This design comes from an exercise in tuning for small area and a short achievable clock period on the open sky130 flow, not from production work. In this exercise RTL edits were held to simulation tests only and were not proved equivalent to the original. Power and IR drop assume default switching activity.

==> flow/config.mk <==
export PLATFORM = sky130hd
export DESIGN_NAME = bcd_adder100_reg
export DESIGN_NICKNAME = bcd_adder100_reg
export VERILOG_FILES = /design/flow/design.v
export SDC_FILE = /design/flow/constraint.sdc
export NUM_CORES = 4
export LEC_CHECK = 0
export ABC_AREA = 1
export CAP_MARGIN = 20
export CORE_AREA = 5 5 415 415
export CTS_BUF_LIST = sky130_fd_sc_hd__clkbuf_8
export DIE_AREA = 0 0 420 420
export SLEW_MARGIN = 20
==> flow/constraint.sdc <==
create_clock -name core_clock -period 200.0 [get_ports {clk}]
set_input_delay 40.0000 -clock core_clock [delete_from_list [all_inputs] [get_ports {clk}]]
set_output_delay 40.0000 -clock core_clock [all_outputs]
set_load 0.01 [all_outputs]
==> flow/design.v <==
module bcd_adder100_reg (
    input          clk,
    input  [399:0] a,
    input  [399:0] b,
    input          cin,
    output reg [399:0] sum,
    output reg         cout
);
    reg  [399:0] a_r, b_r;
    reg          cin_r;
    wire [399:0] sum_w;
    wire         cout_w;
    top_module adder (
        .a(a_r),
        .b(b_r),
        .cin(cin_r),
        .cout(cout_w),
        .sum(sum_w)
    );
    always @(posedge clk) begin
        a_r   <= a;
        b_r   <= b;
        cin_r <= cin;
        sum   <= sum_w;
        cout  <= cout_w;
    end
endmodule

module top_module(
    input [399:0] a, b,
    input cin,
    output cout,
    output [399:0] sum );
    wire [100:0] c;
    assign c[0] = cin;
    genvar i;
    generate
        for (i = 0; i < 100; i = i + 1) begin : dig
            bcd_digit d (
                .x(a[4*i+3:4*i]),
                .y(b[4*i+3:4*i]),
                .ci(c[i]),
                .co(c[i+1]),
                .s(sum[4*i+3:4*i])
            );
        end
    endgenerate
    assign cout = c[100];
endmodule
module bcd_digit(
    input [3:0] x, y,
    input ci,
    output co,
    output [3:0] s );
    wire x0 = x[0] ^ y[0];
    wire g0 = x[0] & y[0];
    wire n0 = x[1] ^ y[1];
    wire h1 = x[1] & y[1];
    wire n1 = x[2] ^ y[2] ^ h1;
    wire h2 = (x[2] & y[2]) | (h1 & (x[2] ^ y[2]));
    wire n2 = x[3] ^ y[3] ^ h2;
    wire n3 = (x[3] & y[3]) | (h2 & (x[3] ^ y[3]));
    wire u  = n1 | n0 | g0;
    wire G  = n3 | (n2 & u);
    wire P  = n2 & x0 & ~n3 & ~u;
    assign co = G | (P & ci);
    wire k0 = g0 | (x0 & ci);
    wire q1 = (n0 & k0) | (co & (n0 ^ k0));
    wire q2 = (n1 & co) | (q1 & (n1 ^ co));
    assign s[0] = x0 ^ ci;
    assign s[1] = n0 ^ k0 ^ co;
    assign s[2] = n1 ^ co ^ q1;
    assign s[3] = n2 ^ q2;
endmodule
==> flow/flow/run.sh <==
#!/bin/bash
# Standard synthesis (for the register names), then the adder logic between
# the registers is replaced by the hand-mapped netlist from flow/gen.py, and
# the standard layout runs on it with smaller port buffers and a leaner
# clock tree.
set -euo pipefail
R=orfs/results/sky130hd/bcd_adder100_reg/base
bash standard.sh synth > synth.log 2>&1
cp $R/1_2_yosys.v std_1_2_yosys.v
python3 flow/gen.py $R/1_2_yosys.v > gen.log 2>&1
rm -f $R/1_synth.odb $R/1_synth.sdc
bash standard.sh \
  "BUFFER_PORTS_ARGS=-buffer_cell sky130_fd_sc_hd__buf_1" \
  "CTS_ARGS=-sink_clustering_enable -repair_clock_nets -buf_list sky130_fd_sc_hd__clkbuf_8 -dont_use_dummy_load -sink_clustering_size 16 -sink_clustering_max_diameter 60" \
  finish > finish.log 2>&1
==> flow/flow/gen.py <==
#!/usr/bin/env python3
"""Generate a hand-mapped sky130hd gate-level netlist of bcd_adder100_reg.

Registers are named as the standard Yosys synthesis names them
(\\a_r[i]$_DFF_P_ ...), all sky130_fd_sc_hd__dfxtp_1.  The adder between them is
a ripple of 100 digit cells with a one-level (nand-nand) digit carry chain.
"""
import sys

N = 100
P = 'sky130_fd_sc_hd__'
lines = []
wires = set()
cnt = {}

def w(n):
    wires.add(n)
    return n

def cell(typ, name, **pins):
    cnt[typ] = cnt.get(typ, 0) + 1
    ps = ', '.join('.%s(%s)' % (k, v) for k, v in pins.items())
    lines.append('  %s%s i_%s (%s);' % (P, typ, name, ps))

def esc(n):
    return '\\' + n + ' '

def digit(i, c, co):
    a = ['a_r[%d]' % (4 * i + j) for j in range(4)]
    b = ['b_r[%d]' % (4 * i + j) for j in range(4)]
    s = ['sw[%d]' % (4 * i + j) for j in range(4)]
    p = 'd%d_' % i
    x0, g0, n0, h1, n1, h2, n2, n3 = [w(p + t) for t in
        ('x0', 'g0', 'n0', 'h1', 'n1', 'h2', 'n2', 'n3')]
    cell('ha_1', p + 'ha0', A=a[0], B=b[0], SUM=x0, COUT=g0)
    cell('ha_1', p + 'ha1', A=a[1], B=b[1], SUM=n0, COUT=h1)
    cell('fa_1', p + 'fa2', A=a[2], B=b[2], CIN=h1, SUM=n1, COUT=h2)
    cell('fa_1', p + 'fa3', A=a[3], B=b[3], CIN=h2, SUM=n2, COUT=n3)
    # digit generate G = n3 | n2&(n1|n0|g0), kept inverted; propagate
    # P = n2 & x0 & ~n3 & ~n1 & ~n0
    u, ng, t, pp = [w(p + t) for t in ('u', 'ng', 't', 'pp')]
    cell('or3_1', p + 'u', A=n1, B=n0, C=g0, X=u)
    cell('a21oi_1', p + 'ng', A1=n2, A2=u, B1=n3, Y=ng)
    cell('nand2_1', p + 't', A=n2, B=x0, Y=t)
    cell('nor3_1', p + 'pp', A=n3, B=u, C=t, Y=pp)
    # carry: co = ~(ng & ~(pp & c))
    pc = w(p + 'pc')
    cell('nand2_1', p + 'pc', A=pp, B=c, Y=pc)
    cell('nand2_1', p + 'co', A=ng, B=pc, Y=co)
    # sum digit
    k0 = w(p + 'k0')
    cell('xor2_1', p + 's0', A=x0, B=c, X=s[0])
    cell('a21o_1', p + 'k0', A1=x0, A2=c, B1=g0, X=k0)
    q1, q2 = w(p + 'q1'), w(p + 'q2')
    cell('fa_1', p + 'fs1', A=n0, B=k0, CIN=co, SUM=s[1], COUT=q1)
    cell('fa_1', p + 'fs2', A=n1, B=co, CIN=q1, SUM=s[2], COUT=q2)
    cell('xor2_1', p + 's3', A=n2, B=q2, X=s[3])

def main():
    out = sys.argv[1]
    for i in range(N):
        c = 'cin_r' if i == 0 else w('c%d' % i)
        co = 'cw' if i == N - 1 else w('c%d' % (i + 1))
        digit(i, c, co)
    ff = []
    for k in range(400):
        ff.append('  %sdfxtp_1 %s (.CLK(clk), .D(a[%d]), .Q(a_r[%d]));' % (P, esc('a_r[%d]$_DFF_P_' % k), k, k))
    for k in range(400):
        ff.append('  %sdfxtp_1 %s (.CLK(clk), .D(b[%d]), .Q(b_r[%d]));' % (P, esc('b_r[%d]$_DFF_P_' % k), k, k))
    ff.append('  %sdfxtp_1 %s (.CLK(clk), .D(cin), .Q(cin_r));' % (P, esc('cin_r$_DFF_P_')))
    for k in range(400):
        ff.append('  %sdfxtp_1 %s (.CLK(clk), .D(sw[%d]), .Q(sum[%d]));' % (P, esc('sum[%d]$_DFF_P_' % k), k, k))
    ff.append('  %sdfxtp_1 %s (.CLK(clk), .D(cw), .Q(cout));' % (P, esc('cout$_DFF_P_')))
    with open(out, 'w') as f:
        f.write('module bcd_adder100_reg(clk, a, b, cin, sum, cout);\n')
        f.write('  input clk;\n  input [399:0] a;\n  input [399:0] b;\n  input cin;\n'
                '  output [399:0] sum;\n  output cout;\n')
        f.write('  wire [399:0] a_r;\n  wire [399:0] b_r;\n  wire [399:0] sw;\n  wire cin_r;\n  wire cw;\n')
        for n in sorted(wires):
            f.write('  wire %s;\n' % n)
        f.write('\n'.join(ff) + '\n')
        f.write('\n'.join(lines) + '\n')
        f.write('endmodule\n')
    sys.stderr.write(repr(cnt) + '\n')

main()
==> flow/standard.sh <==
#!/bin/bash
# synth_recipe.tcl (not shown) runs the flow's synth.tcl, then flattens the netlist and writes it again
# the make line also repeats each setting of config.mk as NAME=value (left out here)
make -C /OpenROAD-flow-scripts/flow DESIGN_CONFIG=/design/flow/config.mk WORK_HOME=/design/flow/orfs CLKGATE_MAP_FILE= SYNTH_SCRIPT=/design/flow/synth_recipe.tcl "${@:-finish}"
==> results of run 1 <==
## report_power, final
part / total (mW) / switching (mW) / internal [mW]
sequential: 0.302 / 0.0191 / 0.283
clock: 0.125 / 0.0779 / 0.0468
combinational: 0.162 / 0.107 / 0.0546
## flip-flops by register name, summed over array words and instances, names as in the netlist
signal,flops
cout,1
b_r,400
a_r,400
sum,400
cin_r,1
## area by class of cell
cell class                      count  share of cell area
Antenna cell                       30             0.00154
Multi-Input combinational cell   1500               0.324
Sequential cell                  1202               0.494
Timing Repair Buffer             1206              0.0933
Clock buffer                      106              0.0300
Tap cell                         2204              0.0567
## per-stage QoR
stage	total power [mW]	instance area (sq um)	util	worst slack, ns
6_report	0.589	48700	0.291	158.55
5_1_grt	0.620	48700	0.291	158.39
4_1_cts	0.597	48600	0.291	158.39
3_5_place_dp	0.470	47100	0.282	159.42
3_3_place_gp	0.469	47100	0.282	159.44
2_1_floorplan	0.372	39800	-	159.67
## layer usage
layer | up-vias | track usage | share of wire
li1 | 11400 | - | -
met1 | 12700 | 0.227 | 0.43
met2 | 1199 | 0.271 | 0.46
met3 | 337 | 0.0475 | 0.076
met4 | 16 | 0.0596 | 0.033
met5 | - | 0 | 0.00072
## worst max path at each step
stage / startpoint / end / slack, ns / cells after the start
finish: sum[124]$_DFF_P_ / sum[124] / 158.55 / 1
floorplan: cout$_DFF_P_ / cout / 159.67 / 0
global route: sum[42]$_DFF_P_ / sum[42] / 158.39 / 1
CTS: sum[129]$_DFF_P_ / sum[129] / 158.39 / 1
global placement: sum[81]$_DFF_P_ / sum[81] / 159.44 / 1
detailed placement: sum[81]$_DFF_P_ / sum[81] / 159.42 / 1
==> metrics.cfg, run 1 <==
[outcome]
status=complete, no violations

[floorplanning]
die_y_um=420
die-area_sq_um=176000
die_x_um=420
initial_core_util=0.238
std_cell_rows=150
io_pins=1203
core_area_sq_um=167000

[clock_tree]
cts_buffers=106
clkTransAtPathRegs_ns=0.10
hold_buffers=0
clockBufferDepth=3
root_buffer=clkbuf_8
cts_tree=built
cts_setup_buffers=0
clk_latency_ns=0.88
cts.sinks=1202
cts_resized=0
h-tree-depth=3

[sta]
hold_ws_ns=0.585
relSlewSlack=0.328
clock_skew_ns=0.127
grt_setup_unrepaired=no
tightest_slew_ns=1.00
fin_setup_tns_ns=0
setup_viol=0
period_share=0.207
hold_viol_final=0
drv_slew=0
fmax_ghz=0.0241
fin_crit_ns=41.45

[pwr]
p_leak_nw=19.2
powerDensity_nw_per_um2=12.1
ir_drop_uv=8.23

[worst_setup_path]
crit_chain=buf_1
start_kind=register
cp_slowest_cell=dfxtp_1
path_buf_inv=1
r2r_cells=210
r2r_start=a_r[1]$_DFF_P_
cpLargestDelayFamily=flip-flops
cp_max_fo=1
worstSetupEndpointType=output pin
crit_required_ns=160.00
crit_arrival_ns=1.45
timing.rr.end=sum[398]$_DFF_P_
slowest_delay_ns=0.41
critPathKind=reg -> out
reg2reg_setup_slack_ns=164.53

[synth]
netlist_area_sq_um=39800
yosysWarnings=1
synth_nets=4104
avgSynthCellArea_sq_um=14.7
synthCells=2702

[worst_hold_path]
min_path_type=reg -> reg
whs_endpoint=sum[0]$_DFF_P_
holdPathStages=1
hold_start=cin_r$_DFF_P_

[grt]
antenna_found_initial=104
grt_usage=0.172
grt_max_degree=17
grt_pass1_vias=27200
grt.overflow.total=0
grt_pass1_wl_um=208000

[placement]
dp_cells=6112
dp_hpwl_um=136000
portBuffers=1202
gp_congestion=0.953

[routing]
drt_iter0_drc=1468
post_drt_via_cell_ratio=4.12
antenna_left=0
routed_wl_um=156000
vias=25700
wl_per_cell_um=25.0
drcViolationCount=0
firstDrtPassIters=5

[finish]
syn2layout_area_growth_pct=22.2
final_cell_mix=dfxtp_1 (1,202), buf_1 (1,202), fa_1 (400), nand2_1 (300), ha_1 (200)
seqCellArea_sq_um=24100
fin_cells=6248
fillCellCount=17100
multiInputGateArea_sq_um=15800
drive_gt1_frac=0.0277
fin_nets=5418

[flow_run]
drv.max_cap_violation_count=0

==> run 2, diff against run 1 <==
--- a/flow/flow/run.sh
+++ b/flow/flow/run.sh
@@ -11,5 +11,5 @@
 rm -f $R/1_synth.odb $R/1_synth.sdc
 bash standard.sh \
   "BUFFER_PORTS_ARGS=-buffer_cell sky130_fd_sc_hd__buf_1" \
-  "CTS_ARGS=-sink_clustering_enable -repair_clock_nets -buf_list sky130_fd_sc_hd__clkbuf_8 -dont_use_dummy_load -sink_clustering_size 16 -sink_clustering_max_diameter 60" \
+  "CTS_ARGS=-sink_clustering_enable -repair_clock_nets -buf_list sky130_fd_sc_hd__clkbuf_8 -dont_use_dummy_load" \
   finish > finish.log 2>&1
==> metrics.cfg, run 2 <==
[floorplanning]
die_x_um=420  ; unchanged
die-area_sq_um=176000  ; unchanged
die_y_um=420  ; unchanged
io_pins=1203  ; unchanged
std_cell_rows=150  ; unchanged
initial_core_util=0.238  ; unchanged
core_area_sq_um=167000  ; unchanged

[finish]
top_regs=a_r x400, b_r x400, sum x400
final_cell_mix=dfxtp_1 (1,202), buf_1 (1,202), fa_1 (400), nand2_1 (300), ha_1 (200)
fin_nets=5510  ; +1.7%
fin_cells=6343  ; +1.5%
drive_gt1_frac=0.0494  ; +0.0218
syn2layout_area_growth_pct=25.4

[sta]
relSlewSlack=0.316  ; -0.0117
grt_setup_unrepaired=no
hold_ws_ns=0.597  ; +0.0119 ns
tightest_slew_ns=1.02  ; +0.0175 ns
setup_viol=0  ; unchanged
period_share=0.207  ; +0.000220
fin_crit_ns=41.50  ; +0.0440 ns
fin_ws_ns=158.51  ; -0.0440 ns
drv_slew=0  ; unchanged
fin_setup_tns_ns=0  ; unchanged
clock_skew_ns=0.125  ; -0.00231 ns
hold_viol_final=0  ; unchanged
fmax_ghz=0.0241  ; -0.11%

[worst_setup_path]
cpLargestDelayFamily=flip-flops
crit_chain=buf_1
path_buf_inv=1  ; unchanged
start_kind=register
slowest_delay_ns=0.40  ; about the same
cp_max_fo=1  ; unchanged
cp_slowest_cell=dfxtp_1
worstSetupEndpointType=output pin
crit_arrival_ns=1.49  ; +0.04 ns
critPathKind=reg -> out
crit_required_ns=160.00  ; about the same

[grt]
antenna_found_initial=104  ; unchanged
grt_max_degree=17  ; unchanged
grt_usage=0.175  ; +0.00290
grt.overflow.total=0  ; unchanged
grt_pass1_vias=28000  ; +3.0%
grt_pass1_wl_um=212000  ; +1.6%

[outcome]
status=complete, no violations

[clock_tree]
cts_resized=0  ; unchanged
clk_latency_ns=0.92  ; +0.04 ns
root_buffer=clkbuf_8
hold_buffers=0  ; unchanged
h-tree-depth=4  ; +1
clockBufferDepth=3  ; unchanged
cts.sinks=1202  ; unchanged
cts_setup_buffers=0  ; unchanged
cts_tree=built
cts_buffers=198  ; +87%
clkTransAtPathRegs_ns=0.06  ; -0.04 ns

[synth]
synth_nets=4104  ; unchanged
avgSynthCellArea_sq_um=14.7  ; unchanged
netlist_area_sq_um=39800  ; unchanged
synthCells=2702  ; unchanged
yosysWarnings=1  ; unchanged

[routing]
antenna_left=0  ; unchanged
drt_iter0_drc=1557  ; +6.1%
wl_per_cell_um=24.9  ; -0.32%
post_drt_via_cell_ratio=4.12  ; about the same
drcViolationCount=0  ; unchanged
vias=26100  ; +1.6%
routed_wl_um=158000  ; +1.2%
firstDrtPassIters=5  ; unchanged

[pwr]
p_leak_nw=19.9  ; +3.4%
ir_drop_uv=7.50  ; -8.8%
powerDensity_nw_per_um2=12.8  ; +5.9%
power_mw=0.640  ; +8.7%

[placement]
post-place-ws_ns=159.42  ; unchanged
dp_cells=6112  ; unchanged
portBuffers=1202  ; unchanged
dp_hpwl_um=136000  ; unchanged
gp_congestion=0.953  ; unchanged

[worst_hold_path]
min_path_type=reg -> reg

[flow_run]
drv.max_cap_violation_count=0  ; unchanged

[run 2: path summary, 6_finish.rpt]
path               startpoint  cells past startpoint  slack (ns)                to
max reg2reg    a_r[1]$_DFF_P_                    210      164.54  sum[398]$_DFF_P_
min          b_r[332]$_DFF_P_                      2        0.60  sum[332]$_DFF_P_
max          sum[129]$_DFF_P_                      1      158.51          sum[129]
min reg2reg  b_r[332]$_DFF_P_                      2        0.60  sum[332]$_DFF_P_
[run 2: power breakdown]
part	switching, mW	internal, mW	leakage [nW]
combinational	0.107	0.0547	8.29
clock	0.0886	0.0864	1.42
sequential	0.0191	0.284	10.1
[run 2: layer usage]
metal | part of all wire | vias up | track usage
li1 | - | 11600 | -
met2 | 0.46 | 1301 | 0.273
met3 | 0.084 | 328 | 0.0533
met5 | 0.00078 | - | 0
met4 | 0.033 | 18 | 0.0661
met1 | 0.42 | 12900 | 0.227
[run 2: area by class of cell]
| type | count | area (sq um) |
|---|---|---|
| fill | 17000 | 117000 |
| antenna | 33 | 82.6 |
| multi-input combinational | 1500 | 15800 |
| tap | 2204 | 2760 |
| timing repair buffer | 1206 | 4540 |
| clock buffer | 198 | 2730 |
| sequential | 1202 | 24100 |
[run 2: worst register-to-register path: cells and delay by family, from the launching register on]
kind                       cells  cell delay, ns
and+or+nand+nor              202           32.63
adders and majority gates      5            1.85
buffers and inverters          3            0.53
DFF                            1            0.30
[run 2: through the flow]
step | utilization | cell area, sq um
6_report | 0.299 | 49900
3_3_place_gp | 0.282 | 47100
4_1_cts | 0.298 | 49900
5_1_grt | 0.299 | 49900
2_1_floorplan | - | 39800
3_5_place_dp | 0.282 | 47100
==> run 3, diff against run 2 <==
--- a/flow/flow/run.sh
+++ b/flow/flow/run.sh
@@ -11,5 +11,5 @@
 rm -f $R/1_synth.odb $R/1_synth.sdc
 bash standard.sh \
   "BUFFER_PORTS_ARGS=-buffer_cell sky130_fd_sc_hd__buf_1" \
-  "CTS_ARGS=-sink_clustering_enable -repair_clock_nets -buf_list sky130_fd_sc_hd__clkbuf_8 -dont_use_dummy_load" \
+  "CTS_ARGS=-sink_clustering_enable -repair_clock_nets -buf_list {sky130_fd_sc_hd__clkbuf_4 sky130_fd_sc_hd__clkbuf_8} -dont_use_dummy_load -sink_clustering_size 16 -sink_clustering_max_diameter 80" \
   finish > finish.log 2>&1
==> metrics.cfg, run 3 <==
[outcome]
status=complete, no violations

[sta]
period_share=0.207  ; -0.000240
setup_viol=0  ; unchanged
grt_setup_unrepaired=no
fmax_ghz=0.0241  ; +0.12%
relSlewSlack=0.282  ; -0.0338
hold_viol_final=0  ; unchanged
drv_slew=0  ; unchanged
fin_setup_tns_ns=0  ; unchanged
tightest_slew_ns=1.07  ; +0.0505 ns
clock_skew_ns=0.131  ; +0.00638 ns
hold_ws_ns=0.575  ; -0.0221 ns
fin_ws_ns=158.55  ; +0.0480 ns
fin_crit_ns=41.45  ; -0.0480 ns

[worst_setup_path]
crit_required_ns=160.00  ; about the same
worstSetupEndpointType=output pin
start_kind=register
critPathKind=reg -> out
crit_arrival_ns=1.45  ; -0.04 ns
cp_slowest_cell=dfxtp_1
slowest_delay_ns=0.41  ; about the same
cp_max_fo=1  ; unchanged
cpLargestDelayFamily=flip-flops
crit_chain=buf_1
path_buf_inv=1  ; unchanged

[finish]
final_cell_mix=dfxtp_1 (1,202), buf_1 (1,202), fa_1 (400), nand2_1 (300), ha_1 (200)
drive_gt1_frac=0.0250  ; -0.0245
syn2layout_area_growth_pct=21.8
fin_util=0.290  ; -0.00854
top_regs=a_r x400, b_r x400, sum x400
fillCellCount=17200  ; +0.70%
fin_cells=6236  ; -1.7%
stdcell_area_sq_um=48500  ; -2.9%
fin_nets=5407  ; -1.9%

[grt]
grtUsageMet3=0.0454  ; -0.00787
grt_pass1_wl_um=208000  ; -1.5%
grt_pass1_vias=27000  ; -3.5%
antenna_found_initial=107  ; +2.9%
grt.overflow.total=0  ; unchanged
use_met1=0.228  ; +0.000785
grt_usage=0.172  ; -0.00277
grt_busiest_layer=met2
grtUsageMet2=0.273  ; about the same
grt_max_degree=17  ; unchanged

[floorplanning]
std_cell_rows=150  ; unchanged
die_x_um=420  ; unchanged
core_area_sq_um=167000  ; unchanged
io_pins=1203  ; unchanged
initial_core_util=0.238  ; unchanged
die_y_um=420  ; unchanged
die-area_sq_um=176000  ; unchanged

[flow_run]
drv.max_cap_violation_count=0  ; unchanged

[pwr]
p_leak_nw=19.1  ; -3.7%
powerDensity_nw_per_um2=12.0  ; -6.1%
power_mw=0.583  ; -8.8%
ir_drop_uv=8.23  ; +9.7%

[worst_hold_path]
min_path_type=reg -> reg

[clock_tree]
cts.sinks=1202  ; unchanged
clk_latency_ns=0.88  ; -0.04 ns
cts_setup_buffers=0  ; unchanged
clockBufferDepth=3  ; unchanged
hold_buffers=0  ; unchanged
clkTransAtPathRegs_ns=0.10  ; +0.04 ns
root_buffer=clkbuf_8
cts_buffers=95  ; -52%
cts_resized=0  ; unchanged
cts_tree=built
h-tree-depth=3  ; -1

[synth]
synthCells=2702  ; unchanged
yosysWarnings=1  ; unchanged
netlist_area_sq_um=39800  ; unchanged
avgSynthCellArea_sq_um=14.7  ; unchanged
synth_nets=4104  ; unchanged

[routing]
firstDrtPassIters=7  ; +2
vias=25600  ; -1.9%
wl_per_cell_um=25.1  ; +0.53%
routed_wl_um=156000  ; -1.2%
drcViolationCount=0  ; unchanged
post_drt_via_cell_ratio=4.11  ; -0.26%
drt_iter0_drc=1624  ; +4.3%
antenna_left=0  ; unchanged

[placement]
placed_area_sq_um=47100  ; unchanged
dp_hpwl_um=136000  ; unchanged
post-place-ws_ns=159.42  ; unchanged
gp_congestion=0.953  ; unchanged
dp_cells=6112  ; unchanged
portBuffers=1202  ; unchanged

-- run 3: worst reg2reg max path, delay by kind of cell, from the launching register on --
kind / cells / cell delay [ns]
simple gates: 202 / 32.54
fa+ha+maj: 5 / 1.85
buf+inv: 3 / 0.53
flops: 1 / 0.32
-- run 3: area by class of cell --
| type | count | area (sq um) | share of cell area |
|---|---|---|---|
| Timing Repair Buffer | 1206 | 4540 | 0.0936 |
| Clock buffer | 95 | 1310 | 0.0270 |
| Tap cell | 2204 | 2760 | 0.0568 |
| Multi-Input combinational cell | 1500 | 15800 | 0.325 |
| Sequential cell | 1202 | 24100 | 0.496 |
| Antenna cell | 29 | 72.6 | 0.00150 |
-- run 3: report_power, final --
part | switching [mW] | total (mW) | internal [mW]
Combinational | 0.107 | 0.162 | 0.0547
Sequential | 0.0191 | 0.302 | 0.283
Clock | 0.0772 | 0.119 | 0.0422
-- run 3: final timing paths --
| path | to | depth (start not counted) | start | slack [ns] |
|---|---|---|---|---|
| worst max-delay path | sum[129] | 1 | sum[129]$_DFF_P_ | 158.55 |
| worst max register to register | sum[398]$_DFF_P_ | 210 | a_r[1]$_DFF_P_ | 164.75 |
| worst min register to register | sum[0]$_DFF_P_ | 1 | cin_r$_DFF_P_ | 0.57 |
| worst min-delay path | sum[0]$_DFF_P_ | 1 | cin_r$_DFF_P_ | 0.57 |
-- run 3: routing by layer --
metal  share of wire  up-vias
li1                -    11400
met1            0.43    12800
met2            0.46     1154
met3           0.076      302
met4           0.032       20
met5         0.00078        -
==> run 4, diff against run 3 <==
--- a/flow/design.v
+++ b/flow/design.v
@@ -52,22 +52,20 @@
     input ci,
     output co,
     output [3:0] s );
-    wire x0 = x[0] ^ y[0];
-    wire g0 = x[0] & y[0];
+    wire k0 = (x[0] & y[0]) | (ci & (x[0] ^ y[0]));
     wire n0 = x[1] ^ y[1];
     wire h1 = x[1] & y[1];
     wire n1 = x[2] ^ y[2] ^ h1;
     wire h2 = (x[2] & y[2]) | (h1 & (x[2] ^ y[2]));
     wire n2 = x[3] ^ y[3] ^ h2;
     wire n3 = (x[3] & y[3]) | (h2 & (x[3] ^ y[3]));
-    wire u  = n1 | n0 | g0;
+    wire u  = (x[0] & y[0]) | n1 | n0;
     wire G  = n3 | (n2 & u);
-    wire P  = n2 & x0 & ~n3 & ~u;
+    wire P  = n2 & (x[0] | y[0]);
     assign co = G | (P & ci);
-    wire k0 = g0 | (x0 & ci);
     wire q1 = (n0 & k0) | (co & (n0 ^ k0));
     wire q2 = (n1 & co) | (q1 & (n1 ^ co));
-    assign s[0] = x0 ^ ci;
+    assign s[0] = x[0] ^ y[0] ^ ci;
     assign s[1] = n0 ^ k0 ^ co;
     assign s[2] = n1 ^ co ^ q1;
     assign s[3] = n2 ^ q2;
--- a/flow/flow/run.sh
+++ b/flow/flow/run.sh
@@ -11,5 +11,5 @@
 rm -f $R/1_synth.odb $R/1_synth.sdc
 bash standard.sh \
   "BUFFER_PORTS_ARGS=-buffer_cell sky130_fd_sc_hd__buf_1" \
-  "CTS_ARGS=-sink_clustering_enable -repair_clock_nets -buf_list {sky130_fd_sc_hd__clkbuf_4 sky130_fd_sc_hd__clkbuf_8} -dont_use_dummy_load -sink_clustering_size 16 -sink_clustering_max_diameter 80" \
+  "CTS_ARGS=-sink_clustering_enable -repair_clock_nets -buf_list sky130_fd_sc_hd__clkbuf_8 -dont_use_dummy_load -sink_clustering_size 20 -sink_clustering_max_diameter 50" \
   finish > finish.log 2>&1
--- a/flow/flow/gen.py
+++ b/flow/flow/gen.py
@@ -30,27 +30,24 @@
     b = ['b_r[%d]' % (4 * i + j) for j in range(4)]
     s = ['sw[%d]' % (4 * i + j) for j in range(4)]
     p = 'd%d_' % i
-    x0, g0, n0, h1, n1, h2, n2, n3 = [w(p + t) for t in
-        ('x0', 'g0', 'n0', 'h1', 'n1', 'h2', 'n2', 'n3')]
-    cell('ha_1', p + 'ha0', A=a[0], B=b[0], SUM=x0, COUT=g0)
+    n0, h1, n1, h2, n2, n3 = [w(p + t) for t in ('n0', 'h1', 'n1', 'h2', 'n2', 'n3')]
+    k0 = w(p + 'k0')
+    # bit 0 with the carry in: s0 and k0, the carry into bit 1
+    cell('fa_1', p + 'fa0', A=a[0], B=b[0], CIN=c, SUM=s[0], COUT=k0)
+    # n = x[3:1] + y[3:1]
     cell('ha_1', p + 'ha1', A=a[1], B=b[1], SUM=n0, COUT=h1)
     cell('fa_1', p + 'fa2', A=a[2], B=b[2], CIN=h1, SUM=n1, COUT=h2)
     cell('fa_1', p + 'fa3', A=a[3], B=b[3], CIN=h2, SUM=n2, COUT=n3)
-    # digit generate G = n3 | n2&(n1|n0|g0), kept inverted; propagate
-    # P = n2 & x0 & ~n3 & ~n1 & ~n0
-    u, ng, t, pp = [w(p + t) for t in ('u', 'ng', 't', 'pp')]
-    cell('or3_1', p + 'u', A=n1, B=n0, C=g0, X=u)
+    # digit generate G = n3 | n2&(n1|n0|a0&b0), kept inverted; with
+    # P' = n2 & (a0|b0) the carry is co = G | P'&c (P' may overlap G)
+    u, ng, t, pc = [w(p + t) for t in ('u', 'ng', 't', 'pc')]
+    cell('a211o_1', p + 'u', A1=a[0], A2=b[0], B1=n1, C1=n0, X=u)
     cell('a21oi_1', p + 'ng', A1=n2, A2=u, B1=n3, Y=ng)
-    cell('nand2_1', p + 't', A=n2, B=x0, Y=t)
-    cell('nor3_1', p + 'pp', A=n3, B=u, C=t, Y=pp)
-    # carry: co = ~(ng & ~(pp & c))
-    pc = w(p + 'pc')
-    cell('nand2_1', p + 'pc', A=pp, B=c, Y=pc)
+    cell('o21ai_0', p + 't', A1=a[0], A2=b[0], B1=n2, Y=t)
+    # carry: co = ~(ng & ~(P' & c)) = nand(ng, t | ~c)
+    cell('nand2b_1', p + 'pc', A_N=t, B=c, Y=pc)
     cell('nand2_1', p + 'co', A=ng, B=pc, Y=co)
-    # sum digit
-    k0 = w(p + 'k0')
-    cell('xor2_1', p + 's0', A=x0, B=c, X=s[0])
-    cell('a21o_1', p + 'k0', A1=x0, A2=c, B1=g0, X=k0)
+    # upper three sum bits: n + k0 + 3*co (mod 8)
     q1, q2 = w(p + 'q1'), w(p + 'q2')
     cell('fa_1', p + 'fs1', A=n0, B=k0, CIN=co, SUM=s[1], COUT=q1)
     cell('fa_1', p + 'fs2', A=n1, B=co, CIN=q1, SUM=s[2], COUT=q2)
==> metrics.cfg, run 4 <==
[outcome]
status=complete, no violations

[floorplanning]
std_cell_rows=150  ; unchanged
core_area_sq_um=167000  ; unchanged
die_x_um=420  ; unchanged
io_pins=1203  ; unchanged
die_y_um=420  ; unchanged
die-area_sq_um=176000  ; unchanged
initial_core_util=0.234  ; -0.00449

[finish]
final_cell_mix=dfxtp_1 (1,202), buf_1 (1,202), fa_1 (500), clkbuf_8 (115)
fin_nets=5127  ; -5.2%
fin_util=0.287  ; -0.00298
syn2layout_area_growth_pct=22.9
fillCellCount=17200  ; +0.15%
stdcell_area_sq_um=48000  ; -1.0%
top_regs=a_r x400, b_r x400, sum x400
drive_gt1_frac=0.0320  ; +0.00698

[routing]
antenna_left=0  ; unchanged
wl_per_cell_um=23.7  ; -5.4%
firstDrtPassIters=5  ; -2
post_drt_via_cell_ratio=3.93  ; -4.4%
drt_iter0_drc=1372  ; -16%
drcViolationCount=0  ; unchanged
vias=23400  ; -8.8%
routed_wl_um=141000  ; -9.8%

[synth]
synthCells=2402  ; -11%
avgSynthCellArea_sq_um=16.3  ; +10%
yosysWarnings=1  ; unchanged
netlist_area_sq_um=39100  ; -1.9%
synth_nets=3804  ; -7.3%

[worst_setup_path]
crit_required_ns=160.00  ; about the same
crit_chain=buf_1
cpLargestDelayFamily=flip-flops
slowest_delay_ns=0.38  ; -0.03 ns
r2r_cells=209  ; -0.48%
crit_arrival_ns=1.46  ; about the same
critPathKind=reg -> out
cp.depth=1  ; unchanged
start_kind=register
cp_max_fo=1  ; unchanged
worstSetupEndpointType=output pin
path_buf_inv=1  ; unchanged
cp_slowest_cell=dfxtp_1

[placement]
dp_hpwl_um=123000  ; -9.7%
placed_area_sq_um=46400  ; -1.6%
portBuffers=1202  ; unchanged
gp_congestion=0.932  ; -2.3%

[grt]
grt_busiest_layer=met2
grt_max_degree=21  ; +4
grt_usage=0.155  ; -0.0165
grt.overflow.total=0  ; unchanged
antenna_found_initial=83  ; -22%
grtUsageMet2=0.267  ; -0.00580
grt_pass1_vias=25400  ; -6.2%
grtUsageMet3=0.0419  ; -0.00353
use_met1=0.190  ; -0.0381
grt_pass1_wl_um=190000  ; -8.6%

[sta]
setup_viol=0  ; unchanged
fin_setup_tns_ns=0  ; unchanged
relSlewSlack=0.439  ; +0.156
tightest_slew_ns=0.839  ; -0.234 ns
fmax_ghz=0.0241  ; about the same
drv_slew=0  ; unchanged
hold_ws_ns=0.555  ; -0.0197 ns
hold_viol_final=0  ; unchanged
clock_skew_ns=0.112  ; -0.0190 ns
fin_crit_ns=41.46  ; +0.0120 ns
period_share=0.207  ; about the same
grt_setup_unrepaired=no

[clock_tree]
clkTransAtPathRegs_ns=0.09  ; about the same
cts_buffers=115  ; +21%
cts.sinks=1202  ; unchanged
h-tree-depth=3  ; unchanged
clockBufferDepth=3  ; unchanged
clk_latency_ns=0.88  ; about the same
root_buffer=clkbuf_8
cts_resized=0  ; unchanged
hold_buffers=0  ; unchanged
cts_tree=built
cts_setup_buffers=0  ; unchanged

[pwr]
ir_drop_uv=7.47  ; -9.2%
p_leak_nw=18.0  ; -5.6%
power_mw=0.580  ; -0.55%
powerDensity_nw_per_um2=12.1  ; +0.48%

[worst_hold_path]
min_path_type=reg -> reg
holdPathStages=1  ; unchanged

[flow_run]
drv.max_cap_violation_count=0  ; unchanged

==> run 4: path summary, 6_finish.rpt <==
check | start | end | slack (ns)
worst min register to register | a_r[208]$_DFF_P_ | sum[208]$_DFF_P_ | 0.56
worst min-delay path | a_r[208]$_DFF_P_ | sum[208]$_DFF_P_ | 0.56
worst max register to register | b_r[1]$_DFF_P_ | sum[399]$_DFF_P_ | 166.83
worst max-delay path | sum[163]$_DFF_P_ | sum[163] | 158.54
==> run 4: through the flow <==
| step | setup slack, ns | instances |
|---|---|---|
| floorplan | 159.67 | 2402 |
| global placement | 159.40 | 5812 |
| detailed placement | 159.39 | 5812 |
| CTS | 158.37 | 5927 |
| global route | 158.38 | 5946 |
| finish | 158.54 | 5950 |
==> run 4: where the power goes <==
part	switching (mW)	leakage, nW	internal [mW]
combinational	0.0967	7.08	0.0539
clock	0.0764	0.827	0.0506
sequential	0.0192	10.1	0.283
total	0.192	18.0	0.388
==> run 4: cell type report <==
class                           count  area (sq um)  area share
Sequential cell                  1202         24100       0.501
Multi-Input combinational cell   1200         15000       0.313
Timing Repair Buffer             1206          4540      0.0946
Tap cell                         2204          2760      0.0574
Clock buffer                      115          1580      0.0330
Antenna cell                       23          57.6     0.00120
==> run 4: layer usage <==
| metal | share of wire | vias to the layer above | wire, um |
|---|---|---|---|
| li1 | - | 10400 | - |
| met1 | 0.39 | 11700 | 55400 |
| met2 | 0.50 | 1019 | 70700 |
| met3 | 0.077 | 221 | 10800 |
| met4 | 0.029 | 8 | 4100 |
| met5 | 0.00038 | - | 54 |
==> run 5, diff against run 4 <==
--- a/flow/flow/run.sh
+++ b/flow/flow/run.sh
@@ -11,5 +11,5 @@
 rm -f $R/1_synth.odb $R/1_synth.sdc
 bash standard.sh \
   "BUFFER_PORTS_ARGS=-buffer_cell sky130_fd_sc_hd__buf_1" \
-  "CTS_ARGS=-sink_clustering_enable -repair_clock_nets -buf_list sky130_fd_sc_hd__clkbuf_8 -dont_use_dummy_load -sink_clustering_size 20 -sink_clustering_max_diameter 50" \
+  "CTS_ARGS=-sink_clustering_enable -repair_clock_nets -buf_list sky130_fd_sc_hd__clkbuf_16 -dont_use_dummy_load -sink_clustering_size 32 -sink_clustering_max_diameter 80" \
   finish > finish.log 2>&1
==> metrics.cfg, run 5 <==
[outcome]
status=complete, no violations

[worst_setup_path]
start_kind=register
crit_required_ns=160.00  ; about the same
r2r_cells=209  ; unchanged
crit_arrival_ns=1.29  ; -0.17 ns
slowest_delay_ns=0.39  ; about the same
cp_slowest_cell=dfxtp_1
cp.depth=1  ; unchanged
cpLargestDelayFamily=flip-flops
worstSetupEndpointType=output pin
crit_chain=buf_1
path_buf_inv=1  ; unchanged
critPathKind=reg -> out
cp_max_fo=1  ; unchanged

[sta]
clock_skew_ns=0.118  ; +0.00539 ns
hold_ws_ns=0.546  ; -0.00865 ns
grt_setup_unrepaired=no
drv_slew=0  ; unchanged
fin_crit_ns=41.29  ; -0.169 ns
fin_setup_tns_ns=0  ; unchanged
tightest_slew_ns=0.905  ; +0.0659 ns
fmax_ghz=0.0242  ; +0.41%
hold_viol_final=0  ; unchanged
fin_ws_ns=158.71  ; +0.169 ns
relSlewSlack=0.395  ; -0.0441
setup_viol=0  ; unchanged
period_share=0.206  ; -0.000845

[routing]
vias=23200  ; -0.53%
drt_iter0_drc=1469  ; +7.1%
wl_per_cell_um=23.8  ; +0.34%
post_drt_via_cell_ratio=3.94  ; +0.19%
firstDrtPassIters=5  ; unchanged
antenna_left=0  ; unchanged
routed_wl_um=141000  ; -0.38%
drcViolationCount=0  ; unchanged

[floorplanning]
core_area_sq_um=167000  ; unchanged
die-area_sq_um=176000  ; unchanged
die_y_um=420  ; unchanged
io_pins=1203  ; unchanged
die_x_um=420  ; unchanged
initial_core_util=0.234  ; unchanged
std_cell_rows=150  ; unchanged

[clock_tree]
root_buffer=clkbuf_16
hold_buffers=0  ; unchanged
cts_buffers=71  ; -38%
clockBufferDepth=3  ; unchanged
cts.sinks=1202  ; unchanged
clkTransAtPathRegs_ns=0.11  ; +0.02 ns
cts_setup_buffers=0  ; unchanged
cts_tree=built
h-tree-depth=3  ; unchanged
cts_resized=0  ; unchanged
clk_latency_ns=0.71  ; -0.17 ns

[worst_hold_path]
holdPathStages=1  ; unchanged
min_path_type=reg -> reg

[placement]
post-place-ws_ns=159.39  ; unchanged
gp_congestion=0.932  ; unchanged
portBuffers=1202  ; unchanged
dp_hpwl_um=123000  ; unchanged

[finish]
fin_nets=5083  ; -0.86%
fin_util=0.288  ; +0.00117
drive_gt1_frac=0.0204  ; -0.0116
syn2layout_area_growth_pct=23.4
fillCellCount=17100  ; -0.24%
final_cell_mix=dfxtp_1 (1,202), buf_1 (1,202), fa_1 (500)
top_regs=a_r x400, b_r x400, sum x400

[grt]
grt_usage=0.154  ; -0.00112
grt_pass1_wl_um=189000  ; -0.62%
grt_pass1_vias=25000  ; -1.2%
grt_max_degree=33  ; +57%
grt.overflow.total=0  ; unchanged
antenna_found_initial=78  ; -6.0%

[synth]
yosysWarnings=1  ; unchanged
netlist_area_sq_um=39100  ; unchanged
synthCells=2402  ; unchanged
avgSynthCellArea_sq_um=16.3  ; unchanged
synth_nets=3804  ; unchanged

[pwr]
ir_drop_uv=8.20  ; +9.8%
p_leak_nw=18.1  ; +0.27%
powerDensity_nw_per_um2=12.3  ; +1.7%

[flow_run]
drv.max_cap_violation_count=0  ; unchanged

run 5: layout make-up:
type                       instances  area, sq um  area share
antenna                           24         60.1     0.00125
clock buffer                      71         1780      0.0369
multi-input combinational       1200        15000       0.311
sequential                      1202        24100       0.499
tap                             2204         2760      0.0572
timing repair buffer            1206         4540      0.0942
run 5: routing by layer:
layer  vias up  routed length, um  share of wire  track usage
met4         6               4420          0.031       0.0493
met1     11700              55200           0.39        0.189
met5         -                 40        0.00028            0
li1      10400                  -              -            -
met3       211              10500          0.074       0.0400
met2       971              70400           0.50        0.265
run 5: power by group:
| part | switching [mW] | internal (mW) | total [mW] | leakage [nW] |
|---|---|---|---|---|
| sequential | 0.0192 | 0.283 | 0.302 | 10.1 |
| clock | 0.0762 | 0.0631 | 0.139 | 0.875 |
| combinational | 0.0970 | 0.0539 | 0.151 | 7.08 |
run 5: worst paths after layout:
path                                          to  slack (ns)             start
worst max-delay path                    sum[109]      158.71  sum[109]$_DFF_P_
worst min-delay path            sum[216]$_DFF_P_        0.55  b_r[216]$_DFF_P_
worst max register to register  sum[399]$_DFF_P_      166.86    b_r[1]$_DFF_P_
worst min register to register  sum[216]$_DFF_P_        0.55  b_r[216]$_DFF_P_
run 5: per-stage QoR:
stage	std cells	area, sq um	power [mW]
6_report	5907	48200	0.593
5_1_grt	5903	48200	0.625
4_1_cts	5883	48200	0.602
3_5_place_dp	5812	46400	0.460
3_3_place_gp	5812	46400	0.461
2_1_floorplan	2402	39100	0.369
==> run 6, diff against run 5 <==
--- a/flow/flow/run.sh
+++ b/flow/flow/run.sh
@@ -11,5 +11,5 @@
 rm -f $R/1_synth.odb $R/1_synth.sdc
 bash standard.sh \
   "BUFFER_PORTS_ARGS=-buffer_cell sky130_fd_sc_hd__buf_1" \
-  "CTS_ARGS=-sink_clustering_enable -repair_clock_nets -buf_list sky130_fd_sc_hd__clkbuf_16 -dont_use_dummy_load -sink_clustering_size 32 -sink_clustering_max_diameter 80" \
+  "CTS_ARGS=-sink_clustering_enable -repair_clock_nets -buf_list {sky130_fd_sc_hd__clkbuf_4 sky130_fd_sc_hd__clkbuf_8} -dont_use_dummy_load -sink_clustering_size 16 -sink_clustering_max_diameter 80" \
   finish > finish.log 2>&1
==> metrics.cfg, run 6 <==
[clock_tree]
clockBufferDepth=3  ; unchanged
cts_resized=0  ; unchanged
cts.sinks=1202  ; unchanged
cts_setup_buffers=0  ; unchanged
clk_latency_ns=0.86  ; +0.15 ns
h-tree-depth=3  ; unchanged
cts_buffers=93  ; +31%
cts_tree=built
root_buffer=clkbuf_8
clkTransAtPathRegs_ns=0.10  ; about the same
hold_buffers=0  ; unchanged

[worst_setup_path]
cpLargestDelayFamily=flip-flops
crit_required_ns=160.00  ; about the same
crit_arrival_ns=1.44  ; +0.15 ns
start_kind=register
crit_chain=buf_1
cp_slowest_cell=dfxtp_1
critPathKind=reg -> out
cp.depth=1  ; unchanged
worstSetupEndpointType=output pin
cp_max_fo=1  ; unchanged
r2r_cells=209  ; unchanged
path_buf_inv=1  ; unchanged
slowest_delay_ns=0.38  ; about the same

[finish]
stdcell_area_sq_um=47700  ; -1.0%
top_regs=a_r x400, b_r x400, sum x400
final_cell_mix=dfxtp_1 (1,202), buf_1 (1,202), fa_1 (500)
syn2layout_area_growth_pct=22.1
fin_nets=5105  ; +0.43%
drive_gt1_frac=0.0262  ; +0.00582

[flow_run]
drv.max_cap_violation_count=0  ; unchanged

[synth]
synthCells=2402  ; unchanged
avgSynthCellArea_sq_um=16.3  ; unchanged
synth_nets=3804  ; unchanged
netlist_area_sq_um=39100  ; unchanged
yosysWarnings=1  ; unchanged

[sta]
fmax_ghz=0.0241  ; -0.37%
period_share=0.207  ; +0.000760
setup_viol=0  ; unchanged
tightest_slew_ns=0.890  ; -0.0150 ns
clock_skew_ns=0.100  ; -0.0175 ns
grt_setup_unrepaired=no
drv_slew=0  ; unchanged
relSlewSlack=0.405  ; +0.0101
hold_ws_ns=0.548  ; +0.00208 ns
hold_viol_final=0  ; unchanged
fin_setup_tns_ns=0  ; unchanged
fin_crit_ns=41.44  ; +0.152 ns

[grt]
grt_pass1_wl_um=190000  ; +0.50%
grt.overflow.total=0  ; unchanged
antenna_found_initial=90  ; +15%
grt_usage=0.155  ; +0.000860
grt_max_degree=17  ; -48%
grt_pass1_vias=25200  ; +0.66%

[floorplanning]
die_x_um=420  ; unchanged
die_y_um=420  ; unchanged
core_area_sq_um=167000  ; unchanged
io_pins=1203  ; unchanged
initial_core_util=0.234  ; unchanged
std_cell_rows=150  ; unchanged
die-area_sq_um=176000  ; unchanged

[worst_hold_path]
min_path_type=reg -> reg
holdPathStages=1  ; unchanged

[outcome]
status=complete, no violations

[placement]
portBuffers=1202  ; unchanged
dp_hpwl_um=123000  ; unchanged
placed_area_sq_um=46400  ; unchanged
gp_congestion=0.932  ; unchanged

[routing]
antenna_left=0  ; unchanged
wl_per_cell_um=23.8  ; -0.13%
post_drt_via_cell_ratio=3.93  ; -0.18%
drcViolationCount=0  ; unchanged
vias=23300  ; +0.30%
firstDrtPassIters=5  ; unchanged
routed_wl_um=141000  ; +0.34%
drt_iter0_drc=1296  ; -12%

[pwr]
p_leak_nw=17.9  ; -1.1%
powerDensity_nw_per_um2=11.9  ; -2.9%
ir_drop_uv=7.85  ; -4.3%

run 6: cell types whose count changed in the layout (fill, tap and decap cells not counted):
cell       before  now
diode_2        24   30
clkbuf_16      71    0
clkbuf_8        0   93
run 6: worst paths after layout:
check	from	end	slack [ns]
worst max-delay path	sum[163]$_DFF_P_	sum[163]	158.56
worst min-delay path	a_r[32]$_DFF_P_	sum[32]$_DFF_P_	0.55
worst max register to register	b_r[1]$_DFF_P_	sum[399]$_DFF_P_	166.73
worst min register to register	a_r[32]$_DFF_P_	sum[32]$_DFF_P_	0.55
run 6: power by group:
part           switching (mW)  leakage [nW]  internal (mW)  total (mW)
registers              0.0192          10.1          0.283       0.302
clock network          0.0752         0.669         0.0414       0.117
logic                  0.0966          7.08         0.0539       0.150
run 6: stage by stage:
step | setup slack (ns) | utilization | power (mW) | cells
after floorplan | 159.67 | - | 0.369 | 2402
after global placement | 159.40 | 0.277 | 0.461 | 5812
after detailed placement | 159.39 | 0.277 | 0.460 | 5812
after CTS | 158.41 | 0.285 | 0.579 | 5905
after global routing | 158.41 | 0.285 | 0.602 | 5930
final | 158.56 | 0.285 | 0.569 | 5935
run 6: final cells by class:
class                   instances  area [sq um]
well taps                    2204          2760
repair buffers               1206          4540
flip-flops and latches       1202         24100
multi-input cells            1200         15000
fillers                     17200        119000
clock buffers                  93          1280
diodes                         30          75.1
run 6: layer usage:
metal  vias to the layer above  routed length, um  GRT usage
met4                         4               3780     0.0501
met3                       207              10800     0.0416
met1                     11700              55600      0.190
met5                         -                 26          0
li1                      10400                  -          -
met2                      1010              70800      0.266
==> run 7, diff against run 6 <==
--- a/flow/flow/run.sh
+++ b/flow/flow/run.sh
@@ -11,5 +11,5 @@
 rm -f $R/1_synth.odb $R/1_synth.sdc
 bash standard.sh \
   "BUFFER_PORTS_ARGS=-buffer_cell sky130_fd_sc_hd__buf_1" \
-  "CTS_ARGS=-sink_clustering_enable -repair_clock_nets -buf_list {sky130_fd_sc_hd__clkbuf_4 sky130_fd_sc_hd__clkbuf_8} -dont_use_dummy_load -sink_clustering_size 16 -sink_clustering_max_diameter 80" \
+  "CTS_ARGS=-sink_clustering_enable -repair_clock_nets -buf_list sky130_fd_sc_hd__clkbuf_16 -dont_use_dummy_load -sink_clustering_size 30 -sink_clustering_max_diameter 100" \
   finish > finish.log 2>&1
--- a/flow/config.mk
+++ b/flow/config.mk
@@ -8,6 +8,6 @@
 export ABC_AREA = 1
 export CAP_MARGIN = 20
 export CORE_AREA = 5 5 415 415
-export CTS_BUF_LIST = sky130_fd_sc_hd__clkbuf_8
+export CTS_BUF_LIST = sky130_fd_sc_hd__clkbuf_16
 export DIE_AREA = 0 0 420 420
 export SLEW_MARGIN = 20
==> metrics.cfg, run 7 <==
[floorplanning]
std_cell_rows=150  ; unchanged
die-area_sq_um=176000  ; unchanged
initial_core_util=0.234  ; unchanged
die_x_um=420  ; unchanged
core_area_sq_um=167000  ; unchanged
io_pins=1203  ; unchanged
die_y_um=420  ; unchanged

[worst_setup_path]
r2r_start=b_r[1]$_DFF_P_
cp_slowest_cell=dfxtp_1
crit_chain=buf_1
critPathKind=reg -> out
cpLargestDelayFamily=flip-flops
cp_max_fo=1  ; unchanged
reg2reg_setup_slack_ns=166.87  ; +0.14 ns
crit_arrival_ns=1.28  ; -0.16 ns
worstSetupEndpointType=output pin
r2r_cells=209  ; unchanged
crit_required_ns=160.00  ; about the same
start_kind=register
timing.rr.end=sum[399]$_DFF_P_
path_buf_inv=1  ; unchanged
slowest_delay_ns=0.40  ; +0.02 ns

[worst_hold_path]
hold_start=a_r[56]$_DFF_P_
holdPathStages=1  ; unchanged
min_path_type=reg -> reg
whs_endpoint=sum[56]$_DFF_P_

[sta]
clock_skew_ns=0.105  ; +0.00485 ns
fin_crit_ns=41.29  ; -0.157 ns
hold_ws_ns=0.525  ; -0.0239 ns
fmax_ghz=0.0242  ; +0.38%
relSlewSlack=0.405  ; +0.000687
period_share=0.206  ; -0.000785
grt_setup_unrepaired=no
fin_setup_tns_ns=0  ; unchanged
tightest_slew_ns=0.889  ; -0.00103 ns
hold_viol_final=0  ; unchanged
drv_slew=0  ; unchanged
setup_viol=0  ; unchanged

[finish]
top_regs=a_r x400, b_r x400, sum x400
stdcell_area_sq_um=47700  ; -0.11%
fin_nets=5062  ; -0.84%
final_cell_mix=dfxtp_1 (1,202), buf_1 (1,202), fa_1 (500)
syn2layout_area_growth_pct=22.0
drive_gt1_frac=0.0148  ; -0.0114
fillCellCount=17200  ; -0.081%

[pwr]
pwr-share-seq=0.530  ; about the same
power_frac_clock=0.206  ; about the same
power_mw=0.570  ; +0.18%
powerDensity_nw_per_um2=12.0  ; +0.29%
pwr-share-comb=0.264  ; about the same
switchingPower_mw=0.189  ; -1.3%
p_leak_nw=17.8  ; -0.29%
switching_share=0.330  ; -0.00489
p_int_mw=0.382  ; +0.91%
ir_drop_uv=7.68  ; -2.1%

[clock_tree]
root_buffer=clkbuf_16
cts_tree=built
cts_setup_buffers=0  ; unchanged
cts_resized=0  ; unchanged
clk_latency_ns=0.68  ; -0.18 ns
clockBufferDepth=3  ; unchanged
hold_buffers=0  ; unchanged
clkTransAtPathRegs_ns=0.11  ; about the same
cts.sinks=1202  ; unchanged
h-tree-depth=2  ; -1
cts_buffers=50  ; -46%

[grt]
grtUsageMet3=0.0360  ; -0.00559
grt_usage=0.153  ; -0.00226
grt_max_degree=31  ; +14
grt_pass1_wl_um=189000  ; -0.74%
grtUsageMet2=0.265  ; -0.000781
grt_busiest_layer=met2
grt.overflow.total=0  ; unchanged
antenna_found_initial=83  ; -7.8%
grt_pass1_vias=24800  ; -1.6%
use_met1=0.189  ; -0.000930

[routing]
post_drt_via_cell_ratio=3.92  ; -0.34%
routed_wl_um=140000  ; -0.63%
antenna_left=0  ; unchanged
vias=23000  ; -1.2%
drt_iter0_drc=1333  ; +2.9%
firstDrtPassIters=5  ; unchanged
drcViolationCount=0  ; unchanged
wl_per_cell_um=23.8  ; +0.26%

[placement]
gp_congestion=0.932  ; unchanged
placed_area_sq_um=46400  ; unchanged
portBuffers=1202  ; unchanged
dp_hpwl_um=123000  ; unchanged

[synth]
synthCells=2402  ; unchanged
synth_nets=3804  ; unchanged
yosysWarnings=1  ; unchanged
avgSynthCellArea_sq_um=16.3  ; unchanged
netlist_area_sq_um=39100  ; unchanged

[outcome]
status=complete, no violations

[flow_run]
drv.max_cap_violation_count=0  ; unchanged

==> run 7: power by group through the flow <==
stage / Clock (mW) / Sequential, mW / Combinational [mW]
after global placement: 0 / 0.307 / 0.154
after global routing: 0.130 / 0.306 / 0.166
final: 0.118 / 0.302 / 0.151
after detailed placement: 0 / 0.308 / 0.153
after CTS: 0.122 / 0.303 / 0.155
after floorplan: 0 / 0.320 / 0.0490
==> run 7: layout make-up <==
class                   instances  area [sq um]  area share
flip-flops and latches       1202         24100       0.505
multi-input cells            1200         15000       0.315
diodes                         20          50.0     0.00105
well taps                    2204          2760      0.0578
clock buffers                  50          1250      0.0262
repair buffers               1206          4540      0.0953
==> run 7: how the worst max path moves through the flow <==
stage,start,endpoint,slack [ns],depth (start not counted)
final,sum[163]$_DFF_P_,sum[163],158.72,1
after global routing,sum[163]$_DFF_P_,sum[163],158.64,1
after CTS,sum[163]$_DFF_P_,sum[163],158.64,1
after detailed placement,sum[348]$_DFF_P_,sum[348],159.39,1
after global placement,sum[348]$_DFF_P_,sum[348],159.40,1
after floorplan,cout$_DFF_P_,cout,159.67,0
==> run 7: metrics by stage <==
| stage | cells | util | setup WS [ns] |
|---|---|---|---|
| after floorplan | 2402 | - | 159.67 |
| after global placement | 5812 | 0.277 | 159.40 |
| after detailed placement | 5812 | 0.277 | 159.39 |
| after CTS | 5862 | 0.285 | 158.64 |
| after global routing | 5878 | 0.285 | 158.64 |
| final | 5882 | 0.285 | 158.72 |
==> run 7: metal layers <==
metal | part of all wire | vias up
li1 | - | 10300
met1 | 0.39 | 11600
met2 | 0.50 | 959
met3 | 0.078 | 205
met4 | 0.029 | 8
met5 | 0.00036 | -
==> run 8, diff against run 7 <==
--- a/flow/design.v
+++ b/flow/design.v
@@ -36,7 +36,7 @@
     genvar i;
     generate
         for (i = 0; i < 100; i = i + 1) begin : dig
-            bcd_digit d (
+            bcd_digit #(.SLOW(i % 8 == 4)) d (
                 .x(a[4*i+3:4*i]),
                 .y(b[4*i+3:4*i]),
                 .ci(c[i]),
@@ -47,7 +47,7 @@
     endgenerate
     assign cout = c[100];
 endmodule
-module bcd_digit(
+module bcd_digit #(parameter SLOW = 0) (
     input [3:0] x, y,
     input ci,
     output co,
@@ -59,10 +59,16 @@
     wire h2 = (x[2] & y[2]) | (h1 & (x[2] ^ y[2]));
     wire n2 = x[3] ^ y[3] ^ h2;
     wire n3 = (x[3] & y[3]) | (h2 & (x[3] ^ y[3]));
-    wire u  = (x[0] & y[0]) | n1 | n0;
-    wire G  = n3 | (n2 & u);
-    wire P  = n2 & (x[0] | y[0]);
-    assign co = G | (P & ci);
+    generate
+        if (SLOW) begin : slow
+            assign co = n3 | (n2 & (n1 | n0 | k0));
+        end else begin : fast
+            wire u  = (x[0] & y[0]) | n1 | n0;
+            wire G  = n3 | (n2 & u);
+            wire P  = n2 & (x[0] | y[0]);
+            assign co = G | (P & ci);
+        end
+    endgenerate
     wire q1 = (n0 & k0) | (co & (n0 ^ k0));
     wire q2 = (n1 & co) | (q1 & (n1 ^ co));
     assign s[0] = x[0] ^ y[0] ^ ci;
--- a/flow/flow/gen.py
+++ b/flow/flow/gen.py
@@ -8,6 +8,8 @@
 import sys
 
 N = 100
+# digits whose carry goes through k0 (smaller, slower)
+SLOW = set(range(4, 100, 8))
 P = 'sky130_fd_sc_hd__'
 lines = []
 wires = set()
@@ -38,15 +40,23 @@
     cell('ha_1', p + 'ha1', A=a[1], B=b[1], SUM=n0, COUT=h1)
     cell('fa_1', p + 'fa2', A=a[2], B=b[2], CIN=h1, SUM=n1, COUT=h2)
     cell('fa_1', p + 'fa3', A=a[3], B=b[3], CIN=h2, SUM=n2, COUT=n3)
-    # digit generate G = n3 | n2&(n1|n0|a0&b0), kept inverted; with
-    # P' = n2 & (a0|b0) the carry is co = G | P'&c (P' may overlap G)
-    u, ng, t, pc = [w(p + t) for t in ('u', 'ng', 't', 'pc')]
-    cell('a211o_1', p + 'u', A1=a[0], A2=b[0], B1=n1, C1=n0, X=u)
-    cell('a21oi_1', p + 'ng', A1=n2, A2=u, B1=n3, Y=ng)
-    cell('o21ai_0', p + 't', A1=a[0], A2=b[0], B1=n2, Y=t)
-    # carry: co = ~(ng & ~(P' & c)) = nand(ng, t | ~c)
-    cell('nand2b_1', p + 'pc', A_N=t, B=c, Y=pc)
-    cell('nand2_1', p + 'co', A=ng, B=pc, Y=co)
+    if i in SLOW:
+        # two-level carry through k0: co = n3 | n2&(n1|n0|k0)
+        y, ng, pk = [w(p + t) for t in ('y', 'ng', 'pk')]
+        cell('o21ai_0', p + 'y', A1=n1, A2=n0, B1=n2, Y=y)
+        cell('nor2b_1', p + 'ng', A=n3, B_N=y, Y=ng)
+        cell('nand2_1', p + 'pk', A=n2, B=k0, Y=pk)
+        cell('nand2_1', p + 'co', A=ng, B=pk, Y=co)
+    else:
+        # digit generate G = n3 | n2&(n1|n0|a0&b0), kept inverted; with
+        # P' = n2 & (a0|b0) the carry is co = G | P'&c (P' may overlap G)
+        u, ng, t, pc = [w(p + t) for t in ('u', 'ng', 't', 'pc')]
+        cell('a211o_1', p + 'u', A1=a[0], A2=b[0], B1=n1, C1=n0, X=u)
+        cell('a21oi_1', p + 'ng', A1=n2, A2=u, B1=n3, Y=ng)
+        cell('o21ai_0', p + 't', A1=a[0], A2=b[0], B1=n2, Y=t)
+        # carry: co = ~(ng & ~(P' & c)) = nand(ng, t | ~c)
+        cell('nand2b_1', p + 'pc', A_N=t, B=c, Y=pc)
+        cell('nand2_1', p + 'co', A=ng, B=pc, Y=co)
     # upper three sum bits: n + k0 + 3*co (mod 8)
     q1, q2 = w(p + 'q1'), w(p + 'q2')
     cell('fa_1', p + 'fs1', A=n0, B=k0, CIN=co, SUM=s[1], COUT=q1)
--- a/flow/config.mk
+++ b/flow/config.mk
@@ -10,4 +10,5 @@
 export CORE_AREA = 5 5 415 415
 export CTS_BUF_LIST = sky130_fd_sc_hd__clkbuf_16
 export DIE_AREA = 0 0 420 420
+export PLACE_DENSITY = 0.8
 export SLEW_MARGIN = 20
==> metrics.cfg, run 8 <==
[clock_tree]
clkTransAtPathRegs_ns=0.12  ; about the same
hold_buffers=0  ; unchanged
cts_setup_buffers=0  ; unchanged
cts_tree=built
cts.sinks=1202  ; unchanged
h-tree-depth=2  ; unchanged
root_buffer=clkbuf_16
cts_resized=0  ; unchanged
clockBufferDepth=3  ; unchanged
cts_buffers=53  ; +6.0%
clk_latency_ns=0.70  ; +0.02 ns

[pwr]
switching_share=0.344  ; +0.0133
power_frac_clock=0.205  ; about the same
power_mw=0.590  ; +3.4%
powerDensity_nw_per_um2=12.4  ; +3.4%
switchingPower_mw=0.203  ; +7.6%
p_int_mw=0.387  ; +1.3%
pwr-share-comb=0.280  ; +0.016
pwr-share-seq=0.515  ; -0.015
ir_drop_uv=9.44  ; +23%
p_leak_nw=17.9  ; +0.13%

[placement]
gp_congestion=1.00  ; +7.7%
portBuffers=1202  ; unchanged
post-place-ws_ns=159.33  ; -0.0600 ns
dp_cells=5803  ; -0.15%
dp_hpwl_um=133000  ; +8.3%
placed_area_sq_um=46300  ; -0.19%

[routing]
wl_per_cell_um=25.9  ; +8.7%
drt_iter0_drc=1534  ; +15%
dr_wl_met2_um=73700  ; +5.2%
routed_wl_um=152000  ; +8.6%
firstDrtPassIters=6  ; +1
wl_met3_um=11900  ; +9.0%
post_drt_via_cell_ratio=4.04  ; +3.1%
antenna_left=0  ; unchanged
drcViolationCount=0  ; unchanged
route.top_layer_used=met5
vias=23700  ; +3.0%
met1Wirelength_um=61000  ; +11%

[worst_setup_path]
start_kind=register
critPathKind=reg -> out
path_buf_inv=1  ; unchanged
crit_chain=buf_1
cp_max_fo=1  ; unchanged
slowest_delay_ns=0.46  ; +0.06 ns
crit_required_ns=160.00  ; about the same
timing.rr.end=sum[399]$_DFF_P_
r2r_cells=222  ; +6.2%
cpLargestDelayFamily=flip-flops
crit_arrival_ns=1.33  ; +0.05 ns
cp_slowest_cell=dfxtp_1
worstSetupEndpointType=output pin
reg2reg_setup_slack_ns=160.81  ; -6.06 ns
r2r_start=a_r[1]$_DFF_P_

[grt]
grt.overflow.total=0  ; unchanged
grt_max_degree=31  ; unchanged
grt_usage=0.166  ; +0.0130
grt_pass1_wl_um=201000  ; +6.3%
antenna_found_initial=87  ; +4.8%
grt_pass1_vias=25500  ; +3.0%

[finish]
fin_cells=5876  ; -0.10%
drive_gt1_frac=0.0167  ; +0.00194
top_regs=a_r x400, b_r x400, sum x400
fin_nets=5056  ; -0.12%
fillCellCount=16800  ; -2.0%
stdcell_area_sq_um=47700  ; about the same
syn2layout_area_growth_pct=22.3
multiInputGateArea_sq_um=14900  ; -0.75%
final_cell_mix=dfxtp_1 (1,202), buf_1 (1,202), fa_1 (500), nand2_1 (112)
seqCellArea_sq_um=24100  ; unchanged
fin_util=0.285  ; about the same

[sta]
setup_viol=0  ; unchanged
tightest_slew_ns=0.885  ; -0.00446 ns
relSlewSlack=0.408  ; +0.00298
period_share=0.207  ; +0.000245
fin_crit_ns=41.33  ; +0.0490 ns
fin_setup_tns_ns=0  ; unchanged
clock_skew_ns=0.102  ; -0.00313 ns
drv_slew=0  ; unchanged
hold_ws_ns=0.534  ; +0.00986 ns
hold_viol_final=0  ; unchanged
fin_ws_ns=158.67  ; -0.0490 ns
fmax_ghz=0.0242  ; -0.12%
grt_setup_unrepaired=no

[synth]
synth_nets=3792  ; -0.32%
avgSynthCellArea_sq_um=16.3  ; +0.19%
synthCells=2390  ; -0.50%
yosysWarnings=1  ; unchanged
netlist_area_sq_um=39000  ; -0.31%

[floorplanning]
die_x_um=420  ; unchanged
initial_core_util=0.233  ; -0.000718
die_y_um=420  ; unchanged
core_area_sq_um=167000  ; unchanged
std_cell_rows=150  ; unchanged
io_pins=1203  ; unchanged
die-area_sq_um=176000  ; unchanged

[outcome]
status=complete, no violations

[flow_run]
drv.max_cap_violation_count=0  ; unchanged

[worst_hold_path]
holdPathStages=1  ; unchanged
hold_start=a_r[240]$_DFF_P_
whs_endpoint=sum[240]$_DFF_P_
min_path_type=reg -> reg

run 8: worst max path at each step:
stage | from | endpoint | slack [ns] | cells past startpoint
after floorplan | cout$_DFF_P_ | cout | 159.67 | 0
after detailed placement | sum[122]$_DFF_P_ | sum[122] | 159.33 | 1
after CTS | sum[122]$_DFF_P_ | sum[122] | 158.55 | 1
after global routing | a_r[1]$_DFF_P_ | sum[399]$_DFF_P_ | 157.29 | 222
final | sum[167]$_DFF_P_ | sum[167] | 158.67 | 1
after global placement | sum[122]$_DFF_P_ | sum[122] | 159.33 | 1
run 8: area by class of cell:
type,instances,share of cell area
flip-flops and latches,1202,0.505
multi-input cells,1188,0.313
repair buffers,1209,0.0958
well taps,2204,0.0579
clock buffers,53,0.0278
diodes,20,0.00105
run 8: power by group through the flow:
stage	Clock (mW)	Sequential, mW	Combinational (mW)
after floorplan	0	0.320	0.0487
after global placement	0	0.307	0.168
after detailed placement	0	0.308	0.168
after CTS	0.125	0.304	0.170
after global routing	0.133	0.308	0.179
final	0.121	0.304	0.165
run 8: per-layer routing:
metal	vias to the layer above	GRT usage
li1	10200	-
met1	12000	0.210
met2	1205	0.275
met3	227	0.0398
met4	22	0.0620
met5	-	0

-- separate check: timing with driven ports --
In the flow no input, the clock included, has a driving cell. The finished layouts below were timed again as built, in two steps. Step 1, drivers: a clkbuf_16 drives clk and a buf_2 each remaining input, both assumed. Step 2 times the ports against the registers' clock, not the clock port: input delays grow and output delays shrink by t, the midpoint of the rising clock arrivals with the driver on. Slacks: ideal ports / drivers / drivers and shift; pairs: ideal ports / drivers.
run	t (ns)	setup slack, ns	worst setup path at the end	clock arrival spread, ns	worst slew at a driven data input, ns
run 1	0.886	158.549 / 158.476 / 159.363	register to output	0.127 / 0.127	0.24
run 2	0.931	158.505 / 158.433 / 159.365	register to output	0.124 / 0.125	0.23
run 3	0.890	158.553 / 158.481 / 159.371	register to output	0.132 / 0.132	0.24
run 4	0.891	158.541 / 158.471 / 159.362	register to output	0.112 / 0.112	0.21
run 5	0.721	158.710 / 158.637 / 159.358	register to output	0.118 / 0.118	0.21
run 6	0.873	158.558 / 158.489 / 159.362	register to output	0.113 / 0.113	0.21
run 7	0.711	158.715 / 158.637 / 159.348	register to output	0.104 / 0.105	0.21
run 8	0.727	158.666 / 158.592 / 159.318	register to output	0.102 / 0.101	0.24
After both steps every run listed still meets setup and hold.
